This is an optimization exercise on Yosys and OpenROAD, whose aim is small area, a short achievable clock period and few clock cycles, not a production implementation. Function was checked by simulation only, so behaviour that the tests miss may differ from the original.

==> flow/design.v, too long to show whole: its modules and the start of the top module <==
// module Milestone_1: 188 lines
// module m1_unit_x: 316 lines
// module m1_unit_gb: 246 lines
module Milestone_1 (
   input  logic            Clock_50,
   input  logic            Resetn,
   input  logic            Initialize,
   input  logic   [15:0]   SRAM_read_data,
   output logic   [17:0]   SRAM_address,
   output logic   [15:0]   SRAM_write_data,
   output logic            SRAM_we_n,
   output logic            sim_done
);
  // ...
==> flow/run.sh <==
#!/bin/bash
# synth_recipe.tcl (not shown) runs the flow's synth.tcl, then flattens the netlist and writes it again
# the make line also repeats each setting of config.mk as NAME=value (left out here)
make -C /OpenROAD-flow-scripts/flow DESIGN_CONFIG=/design/flow/config.mk WORK_HOME=/design/flow/orfs CLKGATE_MAP_FILE= SYNTH_SCRIPT=/design/flow/synth_recipe.tcl finish
==> flow/config.mk <==
export PLATFORM = sky130hd
export DESIGN_NAME = Milestone_1
export DESIGN_NICKNAME = Milestone_1
export VERILOG_FILES = /design/flow/design.v
export SDC_FILE = /design/flow/constraint.sdc
export NUM_CORES = 4
export LEC_CHECK = 0
export CAP_MARGIN = 20
export CORE_MARGIN = 2
export CORE_UTILIZATION = 40
export SLEW_MARGIN = 20
==> flow/constraint.sdc <==
create_clock -name core_clock -period 14.0 [get_ports {Clock_50}]
set_input_delay 2.8000 -clock core_clock [delete_from_list [all_inputs] [get_ports {Clock_50}]]
set_output_delay 2.8000 -clock core_clock [all_outputs]
set_load 0.01 [all_outputs]
==> summary.md, run 1 <==
| Metric | Value |
|---|---|
| CTS Buf Count | 37 |
| Max-slew violation count | 0 |
| CP Max Fanout | 38 |
| Register area | about 8000 sq um |
| PortBufs | 54 |
| Crit start category | register |
| Syn Nets | 2446 |
| Met3 usage | around 3.2% |
| #MultiIn Comb | ~1300 |
| Largest net degree at the start of global routing | 63 |
| FMAX | around 0.16 GHz |
| Final Critical Period | about 6 ns |
| Most common cell in the netlist | inv_1 |
| Clock Pin Slew Worst Setup and Hold Paths | ~0.07 ns |
| Largest regs | uw: 48 flops, vw: 48 flops |
| CTS Hold Buffers Added | 0 |
| Antenna cell count | 0 |
| Fill cells | 5135 |
| Final Hold Slack | 0.327 ns |
| Site row count | 86 |
| CTS root buf | clkbuf_16 |
| Post-synth top area cell | fa_1 |
| Period utilization | between 40% and 50% |
| Pre-CTS setup slack | approximately 7.9 ns |
| RD Place Congestion | between 0.9 and 1 |
| Status | timing/DRC/antenna clean |
| Post_cts resized | 0 |
Testbench counts, summed over its fixed seeds: cycles 774,748.
==> run 2, diff against run 1 <==
==> flow/flow/run.sh (new file) <==
#!/bin/bash
# Standard ORFS layout (the standard.sh, standard synthesis script) with a
# larger setup margin for OpenROAD's timing repair, so that repair works the
# design's own paths below the 14 ns constraint. The SDC is unchanged.
set -euo pipefail
MARGIN=$(cat flow/setup_margin.txt)
bash standard.sh SETUP_SLACK_MARGIN=$MARGIN finish > flow_make.log 2>&1
==> flow/flow/setup_margin.txt (new file) <==
9
==> flow/standard.sh (new file) <==
#!/bin/bash
# synth_recipe.tcl (not shown) runs the flow's synth.tcl, then flattens the netlist and writes it again
# the make line also repeats each setting of config.mk as NAME=value (left out here)
make -C /OpenROAD-flow-scripts/flow DESIGN_CONFIG=/design/flow/config.mk WORK_HOME=/design/flow/orfs CLKGATE_MAP_FILE= SYNTH_SCRIPT=/design/flow/synth_recipe.tcl "${@:-finish}"
removed: flow/run.sh
==> summary.md, run 2 <==
| Metric | Value |
|---|---|
| Avg Inst Size Synth | around 11 sq um |
| CTS root buf | clkbuf_16 |
| Stages on worst setup path | 17 |
| Final Critical Period | 4.93 ns (-1.14 ns) |
| GRT Overall Usage | 23.1% |
| Critical Path AT | ~5.4 ns |
| Post-synth EDFFs | around 140 |
| # Max-Cap Violations | 0 |
| Die width | 239 um |
| Antenna-violating nets left | 0 |
| Crit start category | register |
| Antenna cell count | 0 (unchanged) |
| Post-synth top area cell | fa_1 |
| Area Growth Syn to Fin | 14.3% |
| Vias after detailed routing | between 15000 and 20000 |
| Post-synth top flop | edfxtp_1 |
| Hold path start | f1[6] |
| Initial antenna violation count | 0 |
| Pre-CTS setup slack | 8.33 ns (+0.397 ns) |
| WP buf/inv | 4 |
| Core area | approximately 55000 sq um |
| Vias in the first global route | around 17000 |
| CP top delay family | adder cells |
| Routed length per instance | 22.5 um |
| Nets | between 2000 and 3000 |
| Register bit total from synthesis | approximately 310 |
| Most used cell along the critical path | fa_1 |
| Worst Setup Path Type | register to register |
| Placed inst area | roughly 23000 sq um |
| Final Non-Filler Cells | roughly 2900 |
| Design area | roughly 25000 sq um |
| Status | timing/DRC/antenna clean |
| Commonest cells post-synth | inv_1 (348), fa_1 (227), edfxtp_1 (136), nand2_1 (136), ha_1 (129) |
| RSZ-0062 raised after global routing | true |
| CP Max Fanout | 11 (-71%) |
| Cells along the critical path | buf_12 -> nor3_4 -> buf_12 -> nor2_1 -> a221o_1 -> ha_4 -> xor2_2 -> fa_1 -> fa_1 -> inv_1 -> fa_2 -> fa_1 -> fa_1 -> inv_1 -> ha_4 -> a21oi_1 -> o21ai_1 |
| Final wirelength | 65000 um |
| Clk sinks | between 300 and 400 |
| Clock Pin Slew Worst Setup and Hold Paths | 0.06 ns (about the same) |
| Final setup margin | slightly above 9 ns |
| Critical R2R Capture | xac |
| Slew HR | 28.3% |
| Hold Path Sink | f2[6] |
| Worst Skew | approximately 0.029 ns |
| RD Place Congestion | 0.959 (-2.3%) |
| Synth top area share | between 20% and 30% |
| Number of cells after detailed placement | roughly 2800 |
| Clk buf depth | 3 |
| Initial Utilization | roughly two fifths |
| First-pass GRT wire length | 99000 um |
| Largest net degree at the start of global routing | 53 (-16%) |
| Synth Warn # | 5 |
| R2R depth | 17 |
| Clk Latency, worst-skew pair | 0.56 ns |
| Syn Nets | 2446 (unchanged) |
| PortBufs | 54 (unchanged) |
| Hold Path Cell Cnt | 0 |
| CTS tree | yes |
| Die outline area | 57000 sq um |
| CP max-delay cell | fa_1 |
| Hold Vio Cnt, Final | 0 |
| Crit end category | register |
| Period utilization | 35.2% (-8.2 points) |
| Synth top area cells | fa_1 (21%), edfxtp_1 (19%), dfrtp_1 (9.0%) |
| R2R setup slack | 9.07 ns |
| Share of layout cells above drive strength 1 | between 10% and 20% |
| DRC viols | 0 |
| Mapped Area | between 20000 and 25000 sq um |
| Most common cell in the netlist | inv_1 |
| Synth Instances | 2071 |
| CTS Buf Count | 37 (unchanged) |
| Worst Hold Class | register to register |
| Die Ht | 239 um |
| Synth cell types | 83 |
| Finish-stage setup viols | 0 |
| FMAX | 0.203 GHz (+23%) |
| DP HPWL | approximately 49000 um |
| Max-slew violation count | 0 (unchanged) |
| Largest regs | uw: 48 flops, vw: 48 flops |
| Site row count | 86 (unchanged) |
| Via/cell ratio | 5.50 |
| Seq/Total Area, Yosys | a little over a third |
| Gr ovfl total | 0 |
| Max H-tree Level | 2 |
| Critical R2R Launch | ph[4] |
| Final Hold Slack | 0.325 ns (-0.00175 ns) |
| Top-level I/O count | between 50 and 60 |
| Critical Path RT | 14.43 ns |
| Commonest non-fill, non-tap cells in the layout | inv_1 (344), fa_1 (224), edfxtp_1 (136) |
| Most common cell after layout, fill and taps aside | inv_1 |
| Fin Setup TNS | 0 ns |
| Post-synth ARST share | roughly 29% |
| Largest stage delay, worst path | 0.55 ns |
| Worst-Margin Slew | between 1 and 1.5 ns |
| 1st-iter DRT viols | between 1500 and 2000 |
| Detailed Routing Iterations Pass 1 | 10 |
run 2: worst max path at each step:
stage / end / start / slack [ns]
after floorplan: xac / ph[2] / 8.99
after global placement: xac / ph[2] / 8.36
after detailed placement: xac / ph[2] / 8.33
after CTS: xac / ph[2] / 8.99
after global routing: xac / ph[4] / 8.91
final: xac / ph[4] / 9.07
run 2: what timing repair did:
item / CTS / global route
hold buffers: 0 / 0
gates cloned: 3 / 1
hold endpoints to repair: 0 / 0
gates resized for setup: 41 / 26
endpoints found under the setup margin: 14 / 6
pin swaps: 7 / 10
buffers inserted: 20 / 18
run 2: cell families (layout without fill, tap and decap cells):
| logic type | count (synthesis) | after routing | synth area share [%] |
|---|---|---|---|
| mux | 69 | 69 | 3.30 |
| fa+ha+maj | 359 | 359 | 28.1 |
| compound gates | 402 | 402 | 12.2 |
| buf+inv | 429 | 537 | 7.40 |
| simple gates | 403 | 403 | 8.57 |
| xor+xnor | 98 | 98 | 3.90 |
| flops | 311 | 311 | 36.5 |
run 2: area by class of cell:
class	instances	area [sq um]
Inverter	352	1340
Clock inverter	15	151
Timing Repair Buffer	118	1160
Tap cell	704	881
Multi-Input combinational cell	1331	12600
Sequential cell	311	8060
Fill cell	5078	29600
Clock buffer	52	1020
run 2: metrics by stage:
step | utilization, %
CTS | 45.5
detailed placement | 42.7
global placement | 42.7
finish | 46.0
floorplan | -
global route | 46.0
run 2: metal layers:
metal	vias up	global-route usage, %	wire length [um]
li1	7112	-	-
met2	664	37.2	30500
met5	-	0	0
met4	0	9.19	2670
met3	158	5.85	5440
met1	7916	29.9	26400
==> run 3, diff against run 2 <==
==> flow/flow/run.sh (replaced) <==
#!/bin/bash
# Standard ORFS layout (the standard.sh, standard synthesis script) with
# two changes to how the layout is made: synthesis leaves the adders to ABC
# (no full-adder cell extraction), and OpenROAD's timing repair aims for a
# larger setup margin, so that repair works the design's own paths below the
# 14 ns constraint. The SDC is unchanged. make's output goes to flow_make.log.
set -euo pipefail
MARGIN=$(cat flow/setup_margin.txt)
bash standard.sh ADDER_MAP_FILE= SETUP_SLACK_MARGIN=$MARGIN finish > flow_make.log 2>&1
==> summary.md, run 3 <==
| Metric | Value |
|---|---|
| Post-synth EDFFs | 136 (unchanged) |
| Worst-Margin Slew | 1.16 ns (+0.0860 ns) |
| Register bit total from synthesis | 311 (unchanged) |
| Post-synth top area cell | edfxtp_1 |
| Vias in the first global route | 19300 (+16%) |
| Worst Hold Class | register to register |
| Initial Utilization | 40.2% (about the same) |
| Critical Path RT | 14.46 ns (+0.03 ns) |
| Synth cell types | 99 (+19%) |
| Most common cell in the netlist | xnor2_1 |
| Final Hold Slack | 0.326 ns (+0.00100 ns) |
| Worst Setup Path Type | register to register |
| CTS Hold Buffers Added | 0 (unchanged) |
| Seq/Total Area, Yosys | 33.4% (-3.2 points) |
| Worst Skew | 0.0209 ns (-0.00864 ns) |
| GRT Overall Usage | 24.2% (+1.1 points) |
| Final core occ | 44.4% (-1.5 points) |
| Crit start category | register |
| Antenna-violating nets left | 0 (unchanged) |
| Hold path start | f1[7] |
| Status | timing/DRC/antenna clean |
| Via/cell ratio | 5.83 (+6.1%) |
| Max-slew violation count | 0 (unchanged) |
| Fin Setup TNS | 0 ns (unchanged) |
| Synth top area cells | edfxtp_1 (17%), xnor2_1 (14%), dfrtp_1 (8.2%) |
| Die outline area | 62300 sq um (+9.4%) |
| CTS Buf Count | 38 (+2.7%) |
| R2R depth | 15 (-2) |
| Synth Instances | 2670 (+29%) |
| Largest net degree at the start of global routing | 80 (+51%) |
| Share of layout cells above drive strength 1 | 8.66% (-1.8 points) |
| DP HPWL | 57300 um (+17%) |
| Avg Inst Size Synth | 9.04 sq um (-15%) |
| Mapped Area | 24100 sq um (+9.5%) |
| Top-level I/O count | 55 (unchanged) |
| Crit end category | register |
| RD Place Congestion | 0.967 (+0.84%) |
| Hold Path Cell Cnt | 0 (unchanged) |
| 1st-iter DRT viols | 2200 (+34%) |
| Synth Warn # | 5 (unchanged) |
| Commonest non-fill, non-tap cells in the layout | xnor2_1 (387), nand2_1 (300), nor2_1 (206) |
| Clk sinks | 311 (unchanged) |
| Final Critical Period | 4.90 ns (-0.0354 ns) |
| Post-synth top flop | edfxtp_1 |
| Fill cells | 5825 (+15%) |
| DRC viols | 0 (unchanged) |
| Die width | 250 um (+4.6%) |
| Pre-CTS setup slack | 8.57 ns (+0.236 ns) |
| Die Ht | 250 um (+4.6%) |
| Final setup margin | 9.10 ns (+0.0354 ns) |
| Nets | 2691 (+6.5%) |
| R2R setup slack | 9.10 ns (+0.04 ns) |
| Detailed Routing Iterations Pass 1 | 8 (-2) |
| Routed length per instance | 22.2 um (-1.4%) |
| Final wirelength | 77500 um (+19%) |
| Finish-stage setup viols | 0 (unchanged) |
| Site row count | 90 (+4.7%) |
| CTS root buf | clkbuf_16 |
| Largest regs | uw: 48 flops, vw: 48 flops |
| Commonest cells post-synth | xnor2_1 (387), nand2_1 (301), nor2_1 (207), maj3_1 (140), o21ai_0 (138) |
| Antenna cell count | 0 (unchanged) |
| Period utilization | 35.0% (-0.25 points) |
| Most common cell after layout, fill and taps aside | xnor2_1 |
| RSZ-0062 raised after global routing | false |
| # Max-Cap Violations | 0 (unchanged) |
| Slew HR | 22.2% (-6.2 points) |
| Gr ovfl total | 0 (unchanged) |
| Initial antenna violation count | 0 (unchanged) |
| FMAX | 0.204 GHz (+0.72%) |
| Synth top area share | 16.9% (-3.7 points) |
| Vias after detailed routing | 20300 (+28%) |
| CP Max Fanout | 67 (+56) |
| Area Growth Syn to Fin | 10.5% |
| CTS tree | yes |
| Syn Nets | 2689 (+9.9%) |
| Hold Vio Cnt, Final | 0 (unchanged) |
| Clock Pin Slew Worst Setup and Hold Paths | 0.06 ns (about the same) |
| Hold Path Sink | f2[7] |
| PortBufs | 54 (unchanged) |
| Critical Path AT | 5.36 ns (about the same) |
| Core area | 60000 sq um (+9.6%) |
| Clk Latency, worst-skew pair | 0.57 ns (about the same) |
| Critical R2R Launch | ph[4] |
| Critical R2R Capture | xac |
| Clk buf depth | 3 (unchanged) |
| Post-synth ARST share | 28.9% (unchanged) |
| First-pass GRT wire length | 117000 um (+18%) |
| Max H-tree Level | 2 (unchanged) |
[run 3: critical path: stages, from the launching register on]
cell	delay (ns)
dfrtp_4	0.48
buf_8	0.25
buf_12	0.29
o21ba_2	0.39
a22oi_2	0.23
o221ai_2	0.20
maj3_1	0.45
xnor3_2	0.41
xnor2_1	0.26
mux2_2	0.39
o32a_1	0.34
nand3_1	0.15
a21oi_1	0.11
o211a_1	0.24
maj3_2	0.30
o211a_1	0.23
[run 3: timing repair]
action / in CTS / in global routing
setup endpoints to repair: 16 / 13
gates cloned: 0 / 0
pin swaps: 0 / 4
resized for setup: 4 / 31
hold endpoints to repair: 0 / 0
setup buffers: 0 / 5
[run 3: logic make-up after synthesis]
logic type / after synthesis / synth area share (%)
AOI/OAI and AO/OA: 655 / 18.3
xor gates and xnor gates: 540 / 21.0
adders and majority gates: 166 / 7.02
buffers and inverters: 212 / 3.90
DFF: 311 / 33.4
muxes: 76 / 3.52
and+or+nand+nor: 710 / 12.9
[run 3: stage by stage]
stage                     area, sq um  cells
after floorplan                 24100   2670
after global placement          25300   3408
after detailed placement        25300   3409
after CTS                       26500   3479
after global routing            26700   3484
final                           26700   3484
[run 3: cell type report]
class,count,area (sq um),share of cell area [%]
tap,782,978,3.67
sequential,311,8070,30.2
multi-input combinational,2147,15200,57.1
clock buffer,53,1070,4.02
inverter,87,330,1.24
clock inverter,17,161,0.605
timing repair buffer,87,840,3.15
[run 3: worst max-delay path by stage]
stage / from / depth (start not counted) / end
finish: ph[4] / 15 / xac
global placement: ph[4] / 15 / xac
CTS: ph[4] / 15 / xac
floorplan: pcnt[0] / 8 / uw[5][0]
global route: ph[4] / 16 / xac
detailed placement: ph[4] / 15 / xac
[run 3: per-layer routing]
metal | vias up | GRT usage [%] | wire [um]
met5 | - | 0 | 0
met4 | 0 | 8.73 | 2730
met3 | 156 | 4.20 | 5990
met2 | 811 | 38.9 | 35200
met1 | 9816 | 32.6 | 33500
li1 | 9545 | - | -
==> module Milestone_1, before the edit <==
module Milestone_1 (
   input  logic            Clock_50,
   input  logic            Resetn,
   input  logic            Initialize,
   input  logic   [15:0]   SRAM_read_data,
   output logic   [17:0]   SRAM_address,
   output logic   [15:0]   SRAM_write_data,
   output logic            SRAM_we_n,
   output logic            sim_done
);
logic        busy;          
logic        pro;           
logic [3:0]  pcnt;          
logic [4:0]  ph;            
logic        wpend;         
logic [7:0]  pcol;          
logic [15:0] y_addr;
logic [15:0] u_addr;
logic [17:0] w_addr;
logic [15:0] yreg;          
logic [7:0]  uw [0:5];      
logic [7:0]  vw [0:5];      
logic [15:0] upend;         
logic [7:0]  vhold;         
logic [10:0] f1;            
logic [9:0]  f2;            
logic [7:0]  f3;
wire c0 = ph[0];
wire c1 = ph[1];
wire c2 = ph[2];
wire c3 = ph[3];
wire c4 = ph[4];
wire podd = pcol[0];
wire tail = (pcol >= 8'd156);       
wire last_col = (pcol == 8'd159);
wire v_read = ~podd & (pcol <= 8'd154);
wire [7:0] xy = c2 ? yreg[15:8] : yreg[7:0];
wire [7:0] xx = c2 ? vw[2] : f2[7:0];
wire [10:0] xa0_d, xa1_d;
wire xac_d;
m1_unit_x ux (.sr(c2 | c3), .sb(c4), .sfv(c0), .sfu(c1), .y(xy), .x(xx),
              .v0(vw[0]), .v1(vw[1]), .v2(vw[2]), .v3(vw[3]), .v4(vw[4]), .v5(vw[5]),
              .u0(uw[0]), .u1(uw[1]), .u2(uw[2]), .u3(uw[3]), .u4(uw[4]), .u5(uw[5]),
              .o0(xa0_d), .o1(xa1_d), .oc(xac_d));
wire [7:0] gy = c4 ? yreg[7:0] : yreg[15:8];
wire [9:0] gu = c4 ? {f2[9:8] & {2{pcol != 8'd0}}, f2[7:0]} : {2'b00, uw[2]};
wire [7:0] gv = c4 ? f3 : c3 ? 8'd128 : vw[2];
wire [10:0] ga0_d, ga1_d;
wire gac_d;
m1_unit_gb ug (.s(c3), .y(gy), .u(gu), .v(gv), .o0(ga0_d), .o1(ga1_d), .oc(gac_d));
logic [10:0] xa0, xa1, ga0, ga1;
logic        xac, gac;
wire [10:0] xo = xa0 + xa1 + {10'd0, xac};
wire [10:0] go = ga0 + ga1 + {10'd0, gac};
function automatic [7:0] sat(input [10:0] o);
   sat = ~o[10] ? 8'd0 : (|o[9:8]) ? 8'hff : o[7:0];
endfunction
wire [7:0] xsat = sat(xo);
wire [7:0] gsat = sat(go);
logic [1:0] usrc, vsrc;
logic ush, vsh, upend_ld;
always_comb begin
   if (pro) begin
      ush = 1'b0; vsh = 1'b0; upend_ld = 1'b0;
      usrc = 2'd3; vsrc = 2'd2;
      case (pcnt)
         4'd2: begin vsh = 1'b1; vsrc = 2'd0; end
         4'd3: begin vsh = 1'b1; ush = 1'b1; usrc = 2'd0; upend_ld = 1'b1; end
         4'd4: begin vsh = 1'b1; ush = 1'b1; end
         4'd5: begin vsh = 1'b1; vsrc = 2'd1; ush = 1'b1; end
         4'd6: begin ush = 1'b1; usrc = 2'd2; end
         4'd7: begin vsh = 1'b1; vsrc = 2'd0; end
         4'd8: begin vsh = 1'b1; vsrc = 2'd1; ush = 1'b1; usrc = 2'd0; upend_ld = 1'b1; end
         4'd9: begin ush = 1'b1; usrc = 2'd2; upend_ld = 1'b1; end
         default: ;
      endcase
   end else begin
      ush = c4;
      vsh = c4;
      upend_ld = c4 & podd;
      usrc = tail ? 2'd3 : podd ? 2'd2 : 2'd1;
      vsrc = tail ? 2'd2 : podd ? 2'd1 : 2'd0;
   end
end
wire [7:0] unew = (usrc == 2'd0) ? SRAM_read_data[15:8] : (usrc == 2'd1) ? upend[15:8] :
                  (usrc == 2'd2) ? upend[7:0] : uw[5];
wire [7:0] vnew = (vsrc == 2'd0) ? SRAM_read_data[15:8] : (vsrc == 2'd1) ? vhold : vw[5];
wire vhold_ld = vsh & (vsrc == 2'd0);
always_ff @(posedge Clock_50) begin
   if (ush) begin
      uw[0] <= uw[1]; uw[1] <= uw[2]; uw[2] <= uw[3]; uw[3] <= uw[4]; uw[4] <= uw[5]; uw[5] <= unew;
   end
   if (vsh) begin
      vw[0] <= vw[1]; vw[1] <= vw[2]; vw[2] <= vw[3]; vw[3] <= vw[4]; vw[4] <= vw[5]; vw[5] <= vnew;
   end
   if (upend_ld) upend <= SRAM_read_data;
   if (vhold_ld) vhold <= SRAM_read_data[7:0];
   if (c0) yreg <= SRAM_read_data;
   xa0 <= xa0_d; xa1 <= xa1_d; xac <= xac_d;
   ga0 <= ga0_d; ga1 <= ga1_d; gac <= gac_d;
   f1 <= xo;
   f2 <= f1[9:0];
   f3 <= f2[7:0];
   SRAM_write_data <= c3 ? {xsat, gsat} : {gsat, xsat};
end
wire [16:0] v_addr = {1'b0, u_addr} + 17'd19200;
always_ff @(posedge Clock_50 or negedge Resetn) begin
   if (~Resetn) begin
      busy <= 1'b0;
      pro <= 1'b0;
      pcnt <= 4'd0;
      ph <= 5'd0;
      wpend <= 1'b0;
      pcol <= 8'd0;
      y_addr <= 16'd0;
      u_addr <= 16'd38400;
      w_addr <= 18'd146944;
      SRAM_address <= 18'd0;
      SRAM_we_n <= 1'b1;
      sim_done <= 1'b0;
   end else begin
      SRAM_we_n <= 1'b1;
      if (~busy) begin
         if (Initialize & ~sim_done) begin
            busy <= 1'b1;
            pro <= 1'b1;
            pcnt <= 4'd0;
            SRAM_address <= {1'b0, v_addr};
         end
      end else begin
         if (ph != 5'd0) ph <= {ph[3:0], ph[4]};
         if (c4) wpend <= 1'b1;
         if (c0) wpend <= 1'b0;
         if (c3 | c4 | (c0 & wpend)) begin
            SRAM_address <= w_addr;
            SRAM_we_n <= 1'b0;
            w_addr <= w_addr + 18'd1;
         end
         if (c1 & ~pro) begin
            if (last_col) begin
               pro <= 1'b1;
               pcnt <= 4'd0;
               SRAM_address <= {1'b0, v_addr};
            end else if (podd) begin
               SRAM_address <= {2'b00, u_addr};
            end else begin
               SRAM_address <= {1'b0, v_addr};
               if (v_read) u_addr <= u_addr + 16'd1;
            end
         end
         if (c2 & ~pro) begin
            SRAM_address <= {2'b00, y_addr};
            if (pcol != 8'd159) y_addr <= y_addr + 16'd1;
         end
         if (c4 & ~last_col) pcol <= pcol + 8'd1;
         if (pro) begin
            pcnt <= pcnt + 4'd1;
            case (pcnt)
               4'd0, 4'd5: begin
                  SRAM_address <= {2'b00, u_addr};
                  u_addr <= u_addr + 16'd1;
               end
               4'd4: begin
                  ph <= 5'd0;
                  SRAM_address <= {1'b0, v_addr};
                  if (w_addr == 18'd0) begin
                     busy <= 1'b0;
                     pro <= 1'b0;
                     sim_done <= 1'b1;
                  end
               end
               4'd6: SRAM_address <= {2'b00, u_addr};
               4'd7: begin
                  SRAM_address <= {2'b00, y_addr};
                  y_addr <= y_addr + 16'd1;
               end
               4'd9: begin
                  pro <= 1'b0;
                  ph <= 5'd1;
                  pcol <= 8'd0;
               end
               default: ;
            endcase
         end
      end
   end
end
endmodule
==> run 4, diff against run 3 <==
--- a/flow/design.v
+++ b/flow/design.v
@@ -17,7 +17,6 @@
 logic        wpend;         
 logic [7:0]  pcol;          
 logic [15:0] y_addr;
-logic [15:0] u_addr;
 logic [17:0] w_addr;
 logic [15:0] yreg;          
 logic [7:0]  uw [0:5];      
@@ -35,7 +34,6 @@
 wire podd = pcol[0];
 wire tail = (pcol >= 8'd156);       
 wire last_col = (pcol == 8'd159);
-wire v_read = ~podd & (pcol <= 8'd154);
 wire [7:0] xy = c2 ? yreg[15:8] : yreg[7:0];
 wire [7:0] xx = c2 ? vw[2] : f2[7:0];
 wire [10:0] xa0_d, xa1_d;
@@ -105,7 +103,24 @@
    f3 <= f2[7:0];
    SRAM_write_data <= c3 ? {xsat, gsat} : {gsat, xsat};
 end
-wire [16:0] v_addr = {1'b0, u_addr} + 17'd19200;
+logic       uv_v;
+logic [1:0] uv_k;
+always_comb begin
+   uv_v = 1'b1; uv_k = 2'd2;
+   if (pro) begin
+      case (pcnt)
+         4'd0:    begin uv_v = 1'b0; uv_k = 2'd0; end
+         4'd4:    begin uv_v = 1'b1; uv_k = 2'd1; end
+         4'd5:    begin uv_v = 1'b0; uv_k = 2'd1; end
+         default: begin uv_v = 1'b0; uv_k = 2'd2; end
+      endcase
+   end else if (~busy | last_col) begin
+      uv_k = 2'd0;                             
+   end else begin
+      uv_v = ~podd;
+   end
+end
+wire [16:0] uv_addr = {2'b00, y_addr[15:1]} + (uv_v ? 17'd57600 : 17'd38400) + {15'd0, uv_k};
 always_ff @(posedge Clock_50 or negedge Resetn) begin
    if (~Resetn) begin
       busy <= 1'b0;
@@ -115,7 +130,6 @@
       wpend <= 1'b0;
       pcol <= 8'd0;
       y_addr <= 16'd0;
-      u_addr <= 16'd38400;
       w_addr <= 18'd146944;
       SRAM_address <= 18'd0;
       SRAM_we_n <= 1'b1;
@@ -127,7 +141,7 @@
             busy <= 1'b1;
             pro <= 1'b1;
             pcnt <= 4'd0;
-            SRAM_address <= {1'b0, v_addr};
+            SRAM_address <= {1'b0, uv_addr};
          end
       end else begin
          if (ph != 5'd0) ph <= {ph[3:0], ph[4]};
@@ -139,15 +153,10 @@
             w_addr <= w_addr + 18'd1;
          end
          if (c1 & ~pro) begin
+            SRAM_address <= {1'b0, uv_addr};
             if (last_col) begin
                pro <= 1'b1;
                pcnt <= 4'd0;
-               SRAM_address <= {1'b0, v_addr};
-            end else if (podd) begin
-               SRAM_address <= {2'b00, u_addr};
-            end else begin
-               SRAM_address <= {1'b0, v_addr};
-               if (v_read) u_addr <= u_addr + 16'd1;
             end
          end
          if (c2 & ~pro) begin
@@ -158,20 +167,16 @@
          if (pro) begin
             pcnt <= pcnt + 4'd1;
             case (pcnt)
-               4'd0, 4'd5: begin
-                  SRAM_address <= {2'b00, u_addr};
-                  u_addr <= u_addr + 16'd1;
-               end
+               4'd0, 4'd5, 4'd6: SRAM_address <= {1'b0, uv_addr};
                4'd4: begin
                   ph <= 5'd0;
-                  SRAM_address <= {1'b0, v_addr};
+                  SRAM_address <= {1'b0, uv_addr};
                   if (w_addr == 18'd0) begin
                      busy <= 1'b0;
                      pro <= 1'b0;
                      sim_done <= 1'b1;
                   end
                end
-               4'd6: SRAM_address <= {2'b00, u_addr};
                4'd7: begin
                   SRAM_address <= {2'b00, y_addr};
                   y_addr <= y_addr + 16'd1;
==> flow/flow/run.sh (replaced) <==
#!/bin/bash
# Standard ORFS layout (the standard.sh, standard synthesis script) with a
# larger setup margin for OpenROAD's timing repair, so that repair works the
# design's own paths below the 14 ns constraint. The SDC is unchanged.
set -euo pipefail
MARGIN=$(cat flow/setup_margin.txt)
bash standard.sh SETUP_SLACK_MARGIN=$MARGIN finish > flow_make.log 2>&1
==> summary.md, run 4 <==
| Metric | Value |
|---|---|
| Detailed Routing Iterations Pass 1 | 8 (unchanged) |
| Nets | 2480 (-7.8%) |
| Final wirelength | 62300 um (-20%) |
| Vias after detailed routing | 15500 (-24%) |
| GRT Overall Usage | 22.6% (-1.5 points) |
| Critical Path RT | 14.42 ns (-0.04 ns) |
| Clk buf depth | 3 (unchanged) |
| RD Place Congestion | 0.950 (-1.8%) |
| Gr ovfl total | 0 (unchanged) |
| Clk sinks | 295 (-5.1%) |
| Finish-stage setup viols | 0 (unchanged) |
| CP top delay family | adder cells |
| Post-Synth Adder-Cell Area | 29.1% (+22 points) |
| Period utilization | 36.9% (+2.0 points) |
| Seq/Total Area, Yosys | 35.4% (+2.0 points) |
| Post-synth top flop | edfxtp_1 |
| Largest stage delay, worst path | 0.54 ns (+0.06 ns) |
| Worst Hold Class | register to register |
| Routed length per instance | 22.1 um (-0.51%) |
| Crit end category | register |
| FMAX | 0.193 GHz (-5.3%) |
| CTS Hold Buffers Added | 0 (unchanged) |
| Max H-tree Level | 2 (unchanged) |
| 1st-iter DRT viols | 1554 (-29%) |
| Vias in the first global route | 15800 (-18%) |
| Post-synth top area cell | fa_1 |
| Area Growth Syn to Fin | 14.2% |
| Most common cell in the netlist | inv_1 |
| Final core occ | 46.1% (+1.6 points) |
| Number of cells after detailed placement | 2721 (-20%) |
| Crit start category | register |
| Top-level I/O count | 55 (unchanged) |
| # Max-Cap Violations | 0 (unchanged) |
| Commonest non-fill, non-tap cells in the layout | inv_1 (339), fa_1 (221), nand2_1 (149) |
| Xor/xnor share of the synthesized area | 3.24% (-18 points) |
| Die outline area | 55900 sq um (-10%) |
| Synth cell types | 87 (-12%) |
| Antenna cell count | 0 (unchanged) |
| Syn Nets | 2407 (-10%) |
| Site row count | 85 (-5.6%) |
| Synth top area share | 21.1% (+4.2 points) |
| Mapped Area | 21600 sq um (-10%) |
| Max-slew violation count | 0 (unchanged) |
| Die Ht | 236 um (-5.3%) |
| WP buf/inv | 6 (+4) |
| PortBufs | 54 (unchanged) |
| Post-synthesis mux area share | 3.15% (-0.37 points) |
| Cells along the critical path | buf_16 -> nor3_4 -> buf_12 -> buf_4 -> nor2_1 -> a221o_1 -> ha_1 -> xnor2_2 -> fa_2 -> fa_1 -> inv_1 -> fa_1 -> inv_1 -> fa_1 -> inv_1 -> ha_1 -> a21o_1 -> a21o_1 -> a211oi_2 -> o31ai_1 |
| Largest net degree at the start of global routing | 75 (-6.3%) |
| Via/cell ratio | 5.49 (-5.9%) |
| Fin Setup TNS | 0 ns (unchanged) |
| Status | timing/DRC/antenna clean |
| Synth Warn # | 5 (unchanged) |
| Antenna-violating nets left | 0 (unchanged) |
| Critical Path AT | 5.59 ns (+0.23 ns) |
| Register bit total from synthesis | 295 (-5.1%) |
| Compound-Gate Fraction of Synth Area | 13.0% (-5.3 points) |
| Die width | 236 um (-5.3%) |
| Most common cell after layout, fill and taps aside | inv_1 |
| DP HPWL | 47400 um (-17%) |
| Synth Instances | 2024 (-24%) |
| CTS root buf | clkbuf_16 |
| Post-synth ARST share | 25.1% (-3.9 points) |
| Commonest cells post-synth | inv_1 (344), fa_1 (228), nand2_1 (150), edfxtp_1 (136), ha_1 (136) |
| Slew HR | 35.3% (+13 points) |
| First-pass GRT wire length | 96400 um (-17%) |
| Initial antenna violation count | 0 (unchanged) |
| RSZ-0062 raised after global routing | true |
| CTS Buf Count | 35 (-7.9%) |
| Final Critical Period | 5.17 ns (+0.274 ns) |
| DRC viols | 0 (unchanged) |
| Synth Area in Simple Gates | 8.73% (-4.2 points) |
| Share of layout cells above drive strength 1 | 10.2% (+1.6 points) |
| Post-synth EDFFs | 136 (unchanged) |
| Hold Vio Cnt, Final | 0 (unchanged) |
| R2R setup slack | 8.83 ns (-0.27 ns) |
| Initial Utilization | 40.3% (+0.12 points) |
| Largest regs | uw: 48 flops, vw: 48 flops |
| Final Non-Filler Cells | 2819 (-19%) |
| Core area | 53600 sq um (-11%) |
| Avg Inst Size Synth | 10.7 sq um (+18%) |
| CP max-delay cell | fa_1 |
| Synth top area cells | fa_1 (21%), edfxtp_1 (19%), dfxtp_1 (7.9%) |
| Final Hold Slack | 0.329 ns (+0.00274 ns) |
| Worst-Margin Slew | 0.970 ns (-0.187 ns) |
| Worst Setup Path Type | register to register |
| CTS tree | yes |
| Clk Latency, worst-skew pair | 0.57 ns (about the same) |
| Clock Pin Slew Worst Setup and Hold Paths | 0.06 ns (about the same) |
| Worst Skew | 0.0244 ns (+0.00355 ns) |
| Largest family of logic cells by synthesized area | adder cells |
| CP Max Fanout | 5 (-93%) |
| Fill cells | 5022 (-14%) |
## run 4: changes by cell type in the layout (fill, tap and decap cells not counted), moves of 36 or more
cell	before	now
inv_1	79	339
xor2_1	127	29
ha_1	0	135
maj3_1	140	3
o22ai_1	62	26
fa_1	0	221
nor2_1	206	90
o21ai_0	137	84
a21oi_1	129	52
nand2_1	300	149
xnor2_1	387	49
## run 4: worst register-to-register path: cells and delay by family (launching register included)
kind	cells	cell delay (ns)
AOI/OAI and AO/OA	5	0.93
and+or+nand+nor	2	0.34
adders and majority gates	6	2.48
buffers and inverters	6	0.61
xor gates and xnor gates	1	0.17
DFF	1	0.48
## run 4: timing repair
action	4_1_cts	5_1_grt
gates cloned	6	0
endpoints found under the hold margin	0	0
buffers inserted	24	5
gates resized for setup	54	19
pin swaps	18	11
setup endpoints to repair	13	10
## run 4: cell type report
type	instances	area, sq um	area share [%]
Clock buffer	47	951	3.85
Multi-Input combinational cell	1310	12600	51.0
Tap cell	696	871	3.53
Sequential cell	295	7660	31.0
Timing Repair Buffer	110	1160	4.71
Inverter	345	1300	5.26
Clock inverter	16	153	0.618
## run 4: kinds of logic (layout without fill, tap and decap cells)
kind of cell / after synthesis / after routing
buffers and inverters: 419 / 518
AOI/OAI and AO/OA: 400 / 400
and+or+nand+nor: 399 / 399
adders and majority gates: 367 / 367
DFF: 295 / 295
xor gates and xnor gates: 80 / 80
muxes: 64 / 64
## run 4: layer usage
metal  GRT usage (%)  vias up  part of all wire [%]
met1            31.3     7730                    44
met5               0        -                     0
met3            4.24      125                   7.4
met4            7.52        0                   3.3
li1                -     7000                     -
met2            35.9      630                    46
## run 4: through the flow
stage	setup slack [ns]	area [sq um]
floorplan	9.01	21700
global placement	8.42	22900
detailed placement	8.37	22900
CTS	8.89	24600
global route	8.66	24700
finish	8.83	24700
## run 4: worst paths after layout
check	from	endpoint	depth (start not counted)
max in group asynchronous	Resetn	ph[1]	1
worst min-delay path	f1[4]	f2[4]	0
worst max-delay path	ph[2]	xac	20
min in group asynchronous	Resetn	y_addr[15]	1
worst min register to register	f1[4]	f2[4]	0
worst max register to register	ph[2]	xac	20
Testbench counts of run 4, summed over its fixed seeds: cycles 774,748.
==> run 5, diff against run 4 <==
==> flow/flow/setup_margin.txt (replaced) <==
9.5
==> summary.md, run 5 <==
| Metric | Value |
|---|---|
| Status | timing/DRC/antenna clean |
| Clock Pin Slew Worst Setup and Hold Paths | 0.06 ns (about the same) |
| Hold path start | f1[0] |
| Period utilization | 36.2% (-0.77 points) |
| Mapped Area | 21600 sq um (unchanged) |
| CP Max Fanout | 8 (+3) |
| Max-slew violation count | 0 (unchanged) |
| Critical Path RT | 14.42 ns (about the same) |
| Post-synth top flop | edfxtp_1 |
| Crit start category | register |
| Antenna-violating nets left | 0 (unchanged) |
| Site row count | 85 (unchanged) |
| Gr ovfl total | 0 (unchanged) |
| Nets | 2521 (+1.7%) |
| Number of cells after detailed placement | 2720 (-0.037%) |
| GRT Overall Usage | 22.8% (+0.14 points) |
| CTS Buf Count | 36 (+2.9%) |
| Max H-tree Level | 2 (unchanged) |
| Die width | 236 um (unchanged) |
| DRC viols | 0 (unchanged) |
| Synth top area cells | fa_1 (21%), edfxtp_1 (19%), dfxtp_1 (7.9%) |
| Final setup margin | 8.94 ns (+0.107 ns) |
| Die Ht | 236 um (unchanged) |
| Commonest non-fill, non-tap cells in the layout | inv_1 (321), fa_1 (206), nand2_1 (146) |
| Die outline area | 55900 sq um (unchanged) |
| CTS Hold Buffers Added | 0 (unchanged) |
| Commonest cells post-synth | inv_1 (344), fa_1 (228), nand2_1 (150), edfxtp_1 (136), ha_1 (136) |
| PortBufs | 54 (unchanged) |
| Largest regs | uw: 48 flops, vw: 48 flops |
| Fin Setup TNS | 0 ns (unchanged) |
| Worst Skew | 0.0280 ns (+0.00354 ns) |
| FMAX | 0.198 GHz (+2.1%) |
| Hold Vio Cnt, Final | 0 (unchanged) |
| Final wirelength | 62800 um (+0.69%) |
| Critical Path AT | 5.48 ns (-0.11 ns) |
| RSZ-0062 raised after global routing | true |
| Clk sinks | 295 (unchanged) |
| Final core occ | 47.6% (+1.6 points) |
| DP HPWL | 47000 um (-0.75%) |
| Worst Setup Path Type | register to register |
| First-pass GRT wire length | 96900 um (+0.50%) |
| Register bit total from synthesis | 295 (unchanged) |
| Crit end category | register |
| Post-synth ARST share | 25.1% (unchanged) |
| Share of layout cells above drive strength 1 | 15.2% (+5.0 points) |
| Seq/Total Area, Yosys | 35.4% (unchanged) |
| CTS tree | yes |
| Clk Latency, worst-skew pair | 0.57 ns (about the same) |
| Pre-CTS setup slack | 8.22 ns (-0.147 ns) |
| Crit path from | ph[2] |
| Vias after detailed routing | 15700 (+1.1%) |
| Critical R2R Launch | ph[2] |
| Via/cell ratio | 5.47 (-0.38%) |
| Routed length per instance | 21.9 um (-0.82%) |
| Initial antenna violation count | 0 (unchanged) |
| Synth Warn # | 5 (unchanged) |
| Vias in the first global route | 16100 (+1.9%) |
| Post-synth top area cell | fa_1 |
| Slew HR | 35.3% (-0.037 points) |
| CTS root buf | clkbuf_16 |
| Largest net degree at the start of global routing | 75 (unchanged) |
| Initial Utilization | 40.3% (unchanged) |
| Post-synth EDFFs | 136 (unchanged) |
| Final Critical Period | 5.06 ns (-0.107 ns) |
| Top-level I/O count | 55 (unchanged) |
| Final Non-Filler Cells | 2862 (+1.5%) |
| Synth top area share | 21.1% (unchanged) |
| Finish-stage setup viols | 0 (unchanged) |
| Core area | 53600 sq um (unchanged) |
| Synth cell types | 87 (unchanged) |
| 1st-iter DRT viols | 1516 (-2.4%) |
| Most common cell in the netlist | inv_1 |
| # Max-Cap Violations | 0 (unchanged) |
| RD Place Congestion | 0.972 (+2.3%) |
| Clk buf depth | 3 (unchanged) |
| Most common cell after layout, fill and taps aside | inv_1 |
| Synth Instances | 2024 (unchanged) |
| Worst Hold Class | register to register |
| Syn Nets | 2407 (unchanged) |
| Detailed Routing Iterations Pass 1 | 6 (-2) |
| Avg Inst Size Synth | 10.7 sq um (unchanged) |
| Area Growth Syn to Fin | 18.1% |
| Worst-Margin Slew | 0.971 ns (+0.000557 ns) |
-- run 5: cell counts after synthesis --
No cell type changed its count.
-- run 5: cells by family (layout without fill, tap and decap cells) --
family          Yosys count  after routing  share of synthesized area (%)
xor+xnor                 80             80                           3.24
compound gates          400            400                           13.0
fa+ha+maj               367            367                           29.1
flops                   295            295                           35.4
buf+inv                 419            560                           7.41
mux                      64             64                           3.15
simple gates            399            399                           8.73
other cells               0              1                              0
-- run 5: cell type report --
| class | count | area, sq um |
|---|---|---|
| sequential | 295 | 7660 |
| clock inverter | 15 | 184 |
| fill | 4952 | 28100 |
| inverter | 345 | 1330 |
| antenna | 1 | 2.50 |
| clock buffer | 50 | 1020 |
| multi-input combinational | 1310 | 12900 |
| timing repair buffer | 150 | 1550 |
| tap | 696 | 871 |
-- run 5: what timing repair did --
action	in CTS	in global routing
cloned	6	1
resized for setup	79	89
pin swaps	16	28
setup endpoints to repair	19	15
setup buffers	31	38
-- run 5: final timing paths --
check	to	slack (ns)	cells after the start
hold reg to reg	f2[0]	0.33	0
max in group asynchronous	ph[0]	10.85	1
hold / removal	f2[0]	0.33	0
setup / recovery	xac	8.94	20
setup reg to reg	xac	8.94	20
min in group asynchronous	y_addr[12]	2.38	1
-- run 5: per-layer routing --
layer  GRT usage, %  part of all wire [%]  up-vias
met5              0                     0        -
met2           36.4                    46      577
met3           4.41                   7.3      114
met1           31.3                    43     7877
met4           7.23                   3.0        0
li1               -                     -     7093
-- run 5: critical path, stage by stage, from the launching register on --
cell	delay [ns]
dfrtp_2	0.46
buf_12	0.16
buf_4	0.14
nor2_4	0.09
buf_6	0.14
clkinvlp_4	0.20
buf_4	0.21
a221o_1	0.34
fa_1	0.54
inv_1	0.06
fa_1	0.49
inv_1	0.05
fa_1	0.47
inv_1	0.05
fa_1	0.51
inv_1	0.05
ha_1	0.31
a21oi_1	0.29
nor2_1	0.09
a211oi_2	0.15
o31ai_1	0.09
-- run 5: stage by stage --
stage	hold slack [ns]	area [sq um]
2_1_floorplan	0.310	21700
3_3_place_gp	0.316	22900
3_5_place_dp	0.312	22900
4_1_cts	0.325	24900
5_1_grt	0.340	25500
6_report	0.330	25500
==> run 6, diff against run 5 <==
==> flow/flow/run.sh (replaced) <==
#!/bin/bash
# Standard ORFS layout through the standard.sh, with two changes to how
# the layout is made:
#  - synthesis is the standard script with Yosys's quick ABC pass in
#    `synth` skipped (-noabc), so the full adders extract_fa finds keep the
#    polarity they are written with; registers are unchanged;
#  - OpenROAD's timing repair aims for a larger setup margin, so that repair
#    works the design's paths below the 14 ns constraint.
# The SDC is unchanged. make's output goes to flow_make.log.
set -euo pipefail
MARGIN=$(cat flow/setup_margin.txt)
sed 's/yosys synth -nofsm -noshare /yosys synth -nofsm -noshare -noabc /' synth_recipe.tcl > flow_synth.tcl
grep -q -- '-noabc' flow_synth.tcl
bash standard.sh SYNTH_SCRIPT="$PWD/flow_synth.tcl" SETUP_SLACK_MARGIN=$MARGIN finish > flow_make.log 2>&1
==> flow/flow/setup_margin.txt (replaced) <==
9
==> summary.md, run 6 <==
| Metric | Value |
|---|---|
| CTS tree | yes |
| Post-synth top flop | edfxtp_1 |
| 1st-iter DRT viols | 1282 (-15%) |
| CTS root buf | clkbuf_16 |
| Most common cell in the netlist | fa_1 |
| WP buf/inv | 4 (-5) |
| Avg Inst Size Synth | 11.6 sq um (+8.7%) |
| Multi-input gate area | 12400 sq um (-4.0%) |
| Post-synth top area cell | fa_1 |
| Nets | 2254 (-11%) |
| Initial antenna violation count | 0 (unchanged) |
| Worst-Margin Slew | 0.997 ns (+0.0264 ns) |
| Post-synthesis mux area share | 3.35% (+0.20 points) |
| CP top delay family | adder cells |
| CTS Hold Buffers Added | 0 (unchanged) |
| Synth top area cells | fa_1 (23%), edfxtp_1 (20%), dfxtp_1 (8.2%) |
| Largest net degree at the start of global routing | 69 (-8.0%) |
| GRT Overall Usage | 22.5% (-0.27 points) |
| Clk buf depth | 3 (unchanged) |
| Max H-tree Level | 2 (unchanged) |
| Worst Hold Class | register to register |
| CP Max Fanout | 11 (+3) |
| Slew HR | 33.3% (-2.0 points) |
| GR met1 Demand/Resource | 31.7% (+0.41 points) |
| Status | timing/DRC/antenna clean |
| Seq/Total Area, Yosys | 36.9% (+1.6 points) |
| Period utilization | 38.2% (+2.1 points) |
| M2 GR Usage | 36.3% (about the same) |
| Antenna cell count | 0 (-1) |
| Die Ht | 231 um (-2.1%) |
| Final wirelength | 59100 um (-5.8%) |
| Synth Warn # | 5 (unchanged) |
| Post-Synth Adder-Cell Area | 31.4% (+2.3 points) |
| # Max-Cap Violations | 0 (unchanged) |
| Final Critical Period | 5.35 ns (+0.289 ns) |
| Die width | 231 um (-2.1%) |
| Clock Pin Slew Worst Setup and Hold Paths | 0.06 ns (about the same) |
| Register area | 7660 sq um (about the same) |
| Crit end category | register |
| Synth Instances | 1782 (-12%) |
| CP max-delay cell | fa_1 |
| Synth Area in Simple Gates | 8.71% (-0.022 points) |
| Worst Setup Path Type | register to register |
| Register bit total from synthesis | 295 (unchanged) |
| Xor/xnor share of the synthesized area | 2.84% (-0.41 points) |
| Critical Path RT | 14.44 ns (+0.02 ns) |
| Post-synth ARST share | 25.1% (unchanged) |
| Hold Vio Cnt, Final | 0 (unchanged) |
| DP HPWL | 45100 um (-4.1%) |
| Gr busiest metal | met2 |
| Commonest non-fill, non-tap cells in the layout | fa_1 (238), inv_1 (159), nand2_1 (138) |
| Largest regs | uw: 48 flops, vw: 48 flops |
| Met3 usage | 2.90% (-1.5 points) |
| Most used cell along the critical path | fa_1 |
| Final core occ | 46.2% (-1.4 points) |
| Fin Setup TNS | 0 ns (unchanged) |
| Post-synth EDFFs | 136 (unchanged) |
| Vias after detailed routing | 14300 (-8.9%) |
| Clk Latency, worst-skew pair | 0.56 ns (about the same) |
| Critical Path AT | 5.79 ns (+0.31 ns) |
| Synth top area share | 23.3% (+2.2 points) |
| Compound-Gate Fraction of Synth Area | 12.4% (-0.54 points) |
| Gr ovfl total | 0 (unchanged) |
| PortBufs | 54 (unchanged) |
| CTS Buf Count | 35 (-2.8%) |
| Via/cell ratio | 5.56 (+1.6%) |
| Synth cell types | 77 (-11%) |
| Antenna-violating nets left | 0 (unchanged) |
| Syn Nets | 2176 (-9.6%) |
| Cells along the critical path | buf_4 -> nor2_4 -> inv_4 -> nor2_4 -> inv_8 -> a222oi_1 -> inv_1 -> fa_1 -> fa_1 -> fa_2 -> fa_2 -> fa_1 -> fa_1 -> ha_1 -> nand4_1 -> nor2_1 -> a21oi_1 -> o211ai_1 -> a41o_1 |
| Worst Skew | 0.0339 ns (+0.00592 ns) |
| Initial Utilization | 40.4% (+0.092 points) |
| Commonest cells post-synth | fa_1 (241), inv_1 (164), nand2_1 (138), edfxtp_1 (136), ha_1 (134) |
| Mapped Area | 20700 sq um (-4.3%) |
| Largest family of logic cells by synthesized area | adder cells |
| Fill cells | 4631 (-6.5%) |
| Routed length per instance | 23.0 um (+5.1%) |
| Vias in the first global route | 14700 (-8.3%) |
| Largest stage delay, worst path | 0.57 ns (+0.03 ns) |
| Crit start category | register |
| Finish-stage setup viols | 0 (unchanged) |
| Most common cell after layout, fill and taps aside | fa_1 |
| DRC viols | 0 (unchanged) |
| Die outline area | 53600 sq um (-4.2%) |
| First-pass GRT wire length | 91100 um (-6.0%) |
| FMAX | 0.187 GHz (-5.4%) |
| Core area | 51200 sq um (-4.5%) |
| RD Place Congestion | 0.970 (-0.15%) |
| RSZ-0062 raised after global routing | true |
| Area Growth Syn to Fin | 14.4% |
| Site row count | 83 (-2.4%) |
| Share of layout cells above drive strength 1 | 11.3% (-3.8 points) |
| Clk sinks | 295 (unchanged) |
| Max-slew violation count | 0 (unchanged) |
| Top-level I/O count | 55 (unchanged) |
| Detailed Routing Iterations Pass 1 | 7 (+1) |
-- run 6: routing by layer --
layer / up-vias / wire length, um
li1: 6409 / -
met1: 7283 / 26600
met2: 488 / 27700
met3: 92 / 3140
met4: 0 / 1680
met5: - / 0
-- run 6: final timing paths --
check,slack (ns),cells past startpoint,endpoint,start
setup / recovery,8.65,19,xac,ph[2]
hold / removal,0.33,0,f2[9],f1[9]
setup reg to reg,8.65,19,xac,ph[2]
hold reg to reg,0.33,0,f2[9],f1[9]
max in group asynchronous,10.83,2,ph[4],Resetn
min in group asynchronous,2.15,1,SRAM_address[3],Resetn
-- run 6: kinds of logic after synthesis --
family          count (synthesis)
compound gates                367
xor+xnor                       67
fa+ha+maj                     375
buf+inv                       230
flops                         295
mux                            66
simple gates                  382
-- run 6: cell type report --
cell class / instances / area share, %
clock buffer: 40 / 3.82
clock inverter: 23 / 1.00
inverter: 169 / 2.77
multi-input combinational: 1258 / 52.3
sequential: 295 / 32.3
tap: 680 / 3.59
timing repair buffer: 100 / 4.13
timing repair inverter: 1 / 0.0264
-- run 6: what timing repair did --
action | CTS | global route
buffers inserted | 16 | 10
gates cloned | 2 | 1
gates resized for setup | 29 | 27
pin swaps | 11 | 6
setup endpoints to repair | 17 | 5
-- run 6: through the flow --
step,hold WS [ns],cells,area [sq um],worst slack (ns)
detailed placement,0.312,2474,22000,7.46
finish,0.326,2566,23700,8.65
CTS,0.328,2555,23400,8.71
floorplan,0.310,1782,20700,8.78
global placement,0.317,2474,22000,7.52
global route,0.330,2566,23700,8.51
==> run 7, diff against run 6 <==
==> flow/flow/setup_margin.txt (replaced) <==
9.5
==> summary.md, run 7 <==
| Metric | Value |
|---|---|
| Max-slew violation count | 0 (unchanged) |
| Die outline area | 53600 sq um (unchanged) |
| Post-synth EDFFs | 136 (unchanged) |
| Hold Vio Cnt, Final | 0 (unchanged) |
| R2R setup slack | 8.61 ns (-0.04 ns) |
| Nets | 2287 (+1.5%) |
| FMAX | 0.186 GHz (-0.71%) |
| Critical R2R Launch | ph[2] |
| Clk Latency, worst-skew pair | 0.57 ns (about the same) |
| Die Ht | 231 um (unchanged) |
| Synth Instances | 1782 (unchanged) |
| Largest stage delay, worst path | 0.59 ns (+0.02 ns) |
| R2R depth | 16 (-3) |
| Hold Path Cell Cnt | 0 (unchanged) |
| RD Place Congestion | 0.944 (-2.7%) |
| Avg Inst Size Synth | 11.6 sq um (unchanged) |
| Hold path start | f1[0] |
| Synth cell types | 77 (unchanged) |
| Synth top area share | 23.3% (unchanged) |
| Crit end category | register |
| Die width | 231 um (unchanged) |
| Fin Setup TNS | 0 ns (unchanged) |
| Hold Path Sink | f2[0] |
| Clk sinks | 295 (unchanged) |
| Initial antenna violation count | 0 (unchanged) |
| Register bit total from synthesis | 295 (unchanged) |
| Finish-stage setup viols | 0 (unchanged) |
| Critical R2R Capture | xac |
| Status | timing/DRC/antenna clean |
| Worst Skew | 0.0378 ns (+0.00390 ns) |
| Most common cell after layout, fill and taps aside | fa_1 |
| Post-synth top area cell | fa_1 |
| PortBufs | 54 (unchanged) |
| # Max-Cap Violations | 0 (unchanged) |
| Most used cell along the critical path | fa_2 |
| Most common cell in the netlist | fa_1 |
| Period utilization | 38.5% (+0.27 points) |
| Post-synth top flop | edfxtp_1 |
| 1st-iter DRT viols | 1201 (-6.3%) |
| Synth Warn # | 5 (unchanged) |
| Largest net degree at the start of global routing | 75 (+8.7%) |
| First-pass GRT wire length | 90800 um (-0.35%) |
| Antenna cell count | 0 (unchanged) |
| Share of layout cells above drive strength 1 | 16.1% (+4.8 points) |
| Synth top area cells | fa_1 (23%), edfxtp_1 (20%), dfxtp_1 (8.2%) |
| Routed length per instance | 23.0 um (-0.22%) |
| CTS Buf Count | 36 (+2.9%) |
| CP Max Fanout | 7 (-4) |
| Site row count | 83 (unchanged) |
| Critical Path AT | 5.83 ns (+0.04 ns) |
| Slew HR | 32.0% (-1.3 points) |
| Seq/Total Area, Yosys | 36.9% (unchanged) |
| Antenna-violating nets left | 0 (unchanged) |
| Core area | 51200 sq um (unchanged) |
| Worst Hold Class | register to register |
| CTS tree | yes |
| Top-level I/O count | 55 (unchanged) |
| DRC viols | 0 (unchanged) |
| Syn Nets | 2176 (unchanged) |
| Max H-tree Level | 2 (unchanged) |
| Commonest cells post-synth | fa_1 (241), inv_1 (164), nand2_1 (138), edfxtp_1 (136), ha_1 (134) |
| Post-synth ARST share | 25.1% (unchanged) |
| Cells along the critical path | buf_12 -> buf_6 -> mux2_4 -> a222oi_1 -> inv_1 -> fa_2 -> fa_1 -> fa_2 -> fa_2 -> fa_1 -> ha_1 -> nand4_1 -> nor2_1 -> a21oi_1 -> o211ai_1 -> a41o_1 |
| CTS root buf | clkbuf_16 |
| CP max-delay cell | fa_2 |
| Via/cell ratio | 5.49 (-1.2%) |
| GRT Overall Usage | 22.6% (+0.093 points) |
| CP top delay family | adder cells |
| RSZ-0062 raised after global routing | true |
| Detailed Routing Iterations Pass 1 | 6 (-1) |
| Clk buf depth | 3 (unchanged) |
| Placed inst area | 22000 sq um (about the same) |
| Worst Setup Path Type | register to register |
| Final Critical Period | 5.39 ns (+0.0381 ns) |
| Vias in the first global route | 14600 (-1.0%) |
| DP HPWL | 44200 um (-1.9%) |
| Crit start category | register |
| Clock Pin Slew Worst Setup and Hold Paths | 0.06 ns (about the same) |
| Gr ovfl total | 0 (unchanged) |
| Largest regs | uw: 48 flops, vw: 48 flops |
| Area Growth Syn to Fin | 17.3% |
| Worst-Margin Slew | 1.02 ns (+0.0227 ns) |
| Design area | 24300 sq um (+2.6%) |
| Vias after detailed routing | 14300 (+0.12%) |
| Critical Path RT | 14.44 ns (about the same) |
| Final wirelength | 59800 um (+1.1%) |
| Commonest non-fill, non-tap cells in the layout | fa_1 (202), inv_1 (154), edfxtp_1 (136) |
| WP buf/inv | 3 (-1) |
| Initial Utilization | 40.4% (unchanged) |
| Mapped Area | 20700 sq um (unchanged) |
-- run 7: worst max path at each step --
stage,slack [ns],to,startpoint,depth (start not counted)
3_5_place_dp,7.29,xac,ph[2],18
3_3_place_gp,7.47,xac,ph[2],18
2_1_floorplan,8.78,xac,ph[3],18
4_1_cts,8.63,xac,ph[2],16
5_1_grt,8.45,xac,ph[2],18
6_report,8.61,xac,ph[2],16
-- run 7: what timing repair did --
| item | in CTS | in global routing |
|---|---|---|
| resized for setup | 62 | 83 |
| hold buffers | 0 | 0 |
| setup endpoints to repair | 25 | 17 |
| pin swaps | 15 | 39 |
| buffers inserted | 29 | 30 |
| gates cloned | 4 | 1 |
-- run 7: cell families (layout without fill, tap and decap cells) --
group / after synthesis / after routing / share of synthesized area, %
XOR/XNOR: 67 / 67 / 2.84
multiplexers: 66 / 66 / 3.35
AND/OR/NAND/NOR: 382 / 383 / 8.71
adder cells (fa/ha/maj): 375 / 375 / 31.4
buffers and inverters: 230 / 368 / 4.31
AO/OA/AOI/OAI: 367 / 367 / 12.4
flip-flops: 295 / 295 / 36.9
-- run 7: layout make-up --
class / instances / area, sq um
timing repair inverter: 2 / 15.0
tap: 680 / 851
timing repair buffer: 131 / 1310
clock inverter: 17 / 131
sequential: 295 / 7660
inverter: 169 / 667
fill: 4583 / 26900
clock buffer: 49 / 1010
multi-input combinational: 1258 / 12600
-- run 7: metal layers --
layer / routed length [um] / share of wire (%) / track usage, %
met1: 25500 / 43 / 29.9
met5: 0 / 0 / 0
met2: 28000 / 47 / 36.1
met3: 4240 / 7.1 / 5.50
met4: 2170 / 3.6 / 8.10
-- run 7: stage by stage --
step / setup slack (ns) / utilization, % / cells / hold slack [ns]
after floorplan: 8.78 / - / 1782 / 0.310
after global placement: 7.47 / 43.0 / 2471 / 0.319
after detailed placement: 7.29 / 43.0 / 2471 / 0.314
after CTS: 8.63 / 46.3 / 2570 / 0.327
after global routing: 8.45 / 47.4 / 2601 / 0.332
final: 8.61 / 47.4 / 2601 / 0.323
==> run 8, diff against run 7 <==
==> flow/flow/setup_margin.txt (replaced) <==
9
--- a/flow/config.mk
+++ b/flow/config.mk
@@ -7,5 +7,5 @@
 export LEC_CHECK = 0
 export CAP_MARGIN = 20
 export CORE_MARGIN = 2
-export CORE_UTILIZATION = 40
+export CORE_UTILIZATION = 55
 export SLEW_MARGIN = 20
==> summary.md, run 8 <==
| Metric | Value |
|---|---|
| Detailed Routing Iterations Pass 1 | 6 (unchanged) |
| Worst Skew | 0.0126 ns (-0.0252 ns) |
| Clock Pin Slew Worst Setup and Hold Paths | 0.07 ns (about the same) |
| Synth top area share | 23.3% (unchanged) |
| Hold Vio Cnt, Final | 0 (unchanged) |
| Worst-Margin Slew | 0.972 ns (-0.0481 ns) |
| Antenna cell count | 0 (unchanged) |
| Fill cells | 2952 (-36%) |
| Area Growth Syn to Fin | 14.6% |
| Pre-CTS setup slack | 7.39 ns (+0.0962 ns) |
| Final Non-Filler Cells | 2412 (-7.3%) |
| Post-synth ARST share | 25.1% (unchanged) |
| Register bit total from synthesis | 295 (unchanged) |
| Nets | 2270 (-0.74%) |
| Final setup margin | 8.59 ns (-0.0159 ns) |
| Largest net degree at the start of global routing | 75 (unchanged) |
| PortBufs | 54 (unchanged) |
| Final Hold Slack | 0.329 ns (+0.00622 ns) |
| First-pass GRT wire length | 89400 um (-1.5%) |
| Finish-stage setup viols | 0 (unchanged) |
| CP Max Fanout | 3 (-4) |
| RD Place Congestion | 0.954 (+1.0%) |
| # Max-Cap Violations | 0 (unchanged) |
| GRT Overall Usage | 31.1% (+8.5 points) |
| Top-level I/O count | 55 (unchanged) |
| Status | timing/DRC/antenna clean |
| Initial antenna violation count | 0 (unchanged) |
| Vias in the first global route | 14700 (+0.68%) |
| CTS Buf Count | 34 (-5.6%) |
| Synth cell types | 77 (unchanged) |
| Crit end category | register |
| Worst Setup Path Type | register to register |
| Fin Setup TNS | 0 ns (unchanged) |
| Max-slew violation count | 0 (unchanged) |
| Avg Inst Size Synth | 11.6 sq um (unchanged) |
| Synth Instances | 1782 (unchanged) |
| Clk sinks | 295 (unchanged) |
| Number of cells after detailed placement | 2303 (-6.8%) |
| Post-synth EDFFs | 136 (unchanged) |
| Final wirelength | 58500 um (-2.2%) |
| Synth top area cells | fa_1 (23%), edfxtp_1 (20%), dfxtp_1 (8.2%) |
| Worst Hold Class | register to register |
| Crit start category | register |
| Vias after detailed routing | 14400 (+0.97%) |
| 1st-iter DRT viols | 1322 (+10%) |
| Hold Path Cell Cnt | 0 (unchanged) |
| Antenna-violating nets left | 0 (unchanged) |
| CTS root buf | clkbuf_16 |
| DP HPWL | 44300 um (+0.32%) |
| Post-synth top flop | edfxtp_1 |
| Via/cell ratio | 5.98 (+8.9%) |
| CTS tree | yes |
| Die width | 198 um (-14%) |
| Largest regs | uw: 48 flops, vw: 48 flops |
| Slew HR | 35.2% (+3.2 points) |
| DRC viols | 0 (unchanged) |
| Critical Path RT | 14.44 ns (about the same) |
| Max H-tree Level | 2 (unchanged) |
| Initial Utilization | 55.3% (+15 points) |
| FMAX | 0.185 GHz (-0.29%) |
| RSZ-0062 raised after global routing | true |
| Post-synth top area cell | fa_1 |
| Clk buf depth | 3 (unchanged) |
| Period utilization | 38.6% (+0.11 points) |
| Gr ovfl total | 0 (unchanged) |
| Syn Nets | 2176 (unchanged) |
| Die Ht | 198 um (-14%) |
| Critical Path AT | 5.85 ns (+0.02 ns) |
| Share of layout cells above drive strength 1 | 12.7% (-3.4 points) |
| Commonest non-fill, non-tap cells in the layout | fa_1 (237), inv_1 (155), nand2_1 (138) |
| Most common cell after layout, fill and taps aside | fa_1 |
| Mapped Area | 20700 sq um (unchanged) |
| R2R depth | 21 (+5) |
| Commonest cells post-synth | fa_1 (241), inv_1 (164), nand2_1 (138), edfxtp_1 (136), ha_1 (134) |
| Seq/Total Area, Yosys | 36.9% (unchanged) |
| Routed length per instance | 24.2 um (+5.4%) |
| Die outline area | 39200 sq um (-27%) |
| Most common cell in the netlist | fa_1 |
| Final Critical Period | 5.41 ns (+0.0159 ns) |
| Site row count | 71 (-14%) |
| Synth Warn # | 5 (unchanged) |
| Clk Latency, worst-skew pair | 0.55 ns (-0.02 ns) |
| Core area | 37400 sq um (-27%) |
run 8: cell type report:
class	instances	area [sq um]	area share, %
repair inverters	1	6.26	0.0264
repair buffers	117	1180	4.96
multi-input cells	1258	12400	52.4
flip-flops and latches	295	7650	32.3
inverters	169	661	2.79
well taps	511	639	2.70
clock buffers	47	950	4.01
clock inverters	14	200	0.844
run 8: metal layers:
layer	global-route usage (%)	vias to the layer above	part of all wire, %	wire, um
met4	11.9	0	3.8	2240
met3	5.01	141	6.3	3670
li1	-	6445	-	-
met1	44.0	7312	44	25600
met5	0	-	0	0
met2	48.4	530	46	27000
run 8: cell families after synthesis:
group | count (synthesis) | synth area share [%]
XOR/XNOR | 67 | 2.84
AO/OA/AOI/OAI | 367 | 12.4
AND/OR/NAND/NOR | 382 | 8.71
buffers and inverters | 230 | 4.31
multiplexers | 66 | 3.35
flip-flops | 295 | 36.9
adder cells (fa/ha/maj) | 375 | 31.4
run 8: what timing repair did:
item	in CTS	in global routing
resized for setup	28	38
pin swaps	8	19
hold buffers	0	0
gates cloned	4	1
endpoints found under the setup margin	17	3
buffers inserted	14	29
run 8: metrics by stage:
stage               utilization [%]  cell area, sq um
floorplan                         -             20700
global placement               58.3             21800
detailed placement             58.3             21800
CTS                            62.2             23300
global route                   63.4             23700
finish                         63.4             23700
run 8: worst paths after layout:
check	from	endpoint	slack, ns
min in group asynchronous	Resetn	w_addr[0]	2.41
hold / removal	f1[6]	f2[6]	0.33
max in group asynchronous	Resetn	ph[3]	10.85
hold reg to reg	f1[6]	f2[6]	0.33
setup reg to reg	ph[2]	xac	8.59
setup / recovery	ph[2]	xac	8.59
run 8: critical path, stage by stage (launching register included):
cell      delay (ns)
dfrtp_2         0.42
buf_4           0.15
nor2_4          0.15
inv_4           0.06
nor2_4          0.14
buf_4           0.13
buf_6           0.11
nor2_1          0.07
a221oi_2        0.26
inv_1           0.10
ha_1            0.33
fa_1            0.50
fa_1            0.44
fa_1            0.52
fa_1            0.44
fa_1            0.49
ha_1            0.33
nand4_1         0.12
nor2_1          0.07
a21oi_1         0.13
o211ai_1        0.11
a41o_1          0.22

[re-timing with driven ports]
No port has a modelled driver above. Below, the same layouts with a new extraction and two added sets of constraints.
Step 1 assumes that a clkbuf_16 drives the clock port and a buf_2 every other input.
Step 2 times the ports against the registers' clock, not the clock port: input delays grow and output delays shrink by t, the midpoint of the rising clock arrivals with the driver on.
Three values: no drivers, after step 1, after step 2; two values: the first two.
run | t (ns) | slack for setup (ns) | latest minus earliest clock arrival (ns) | worst data-port slew with drivers (ns)
run 1 | 0.629 | 7.926 / 7.926 / 7.926 | 0.029 / 0.030 | 0.06
run 2 | 0.605 | 9.069 / 9.069 / 9.069 | 0.029 / 0.029 | 0.05
run 3 | 0.623 | 9.104 / 9.104 / 9.104 | 0.021 / 0.021 | 0.03
run 4 | 0.613 | 8.830 / 8.830 / 8.830 | 0.024 / 0.024 | 0.03
run 5 | 0.611 | 8.937 / 8.937 / 8.937 | 0.029 / 0.029 | 0.05
run 6 | 0.597 | 8.648 / 8.648 / 8.648 | 0.035 / 0.035 | 0.04
run 7 | 0.606 | 8.610 / 8.610 / 8.610 | 0.039 / 0.038 | 0.04
run 8 | 0.599 | 8.594 / 8.594 / 8.594 | 0.013 / 0.013 | 0.03
After both steps setup and hold are still met in every run listed.
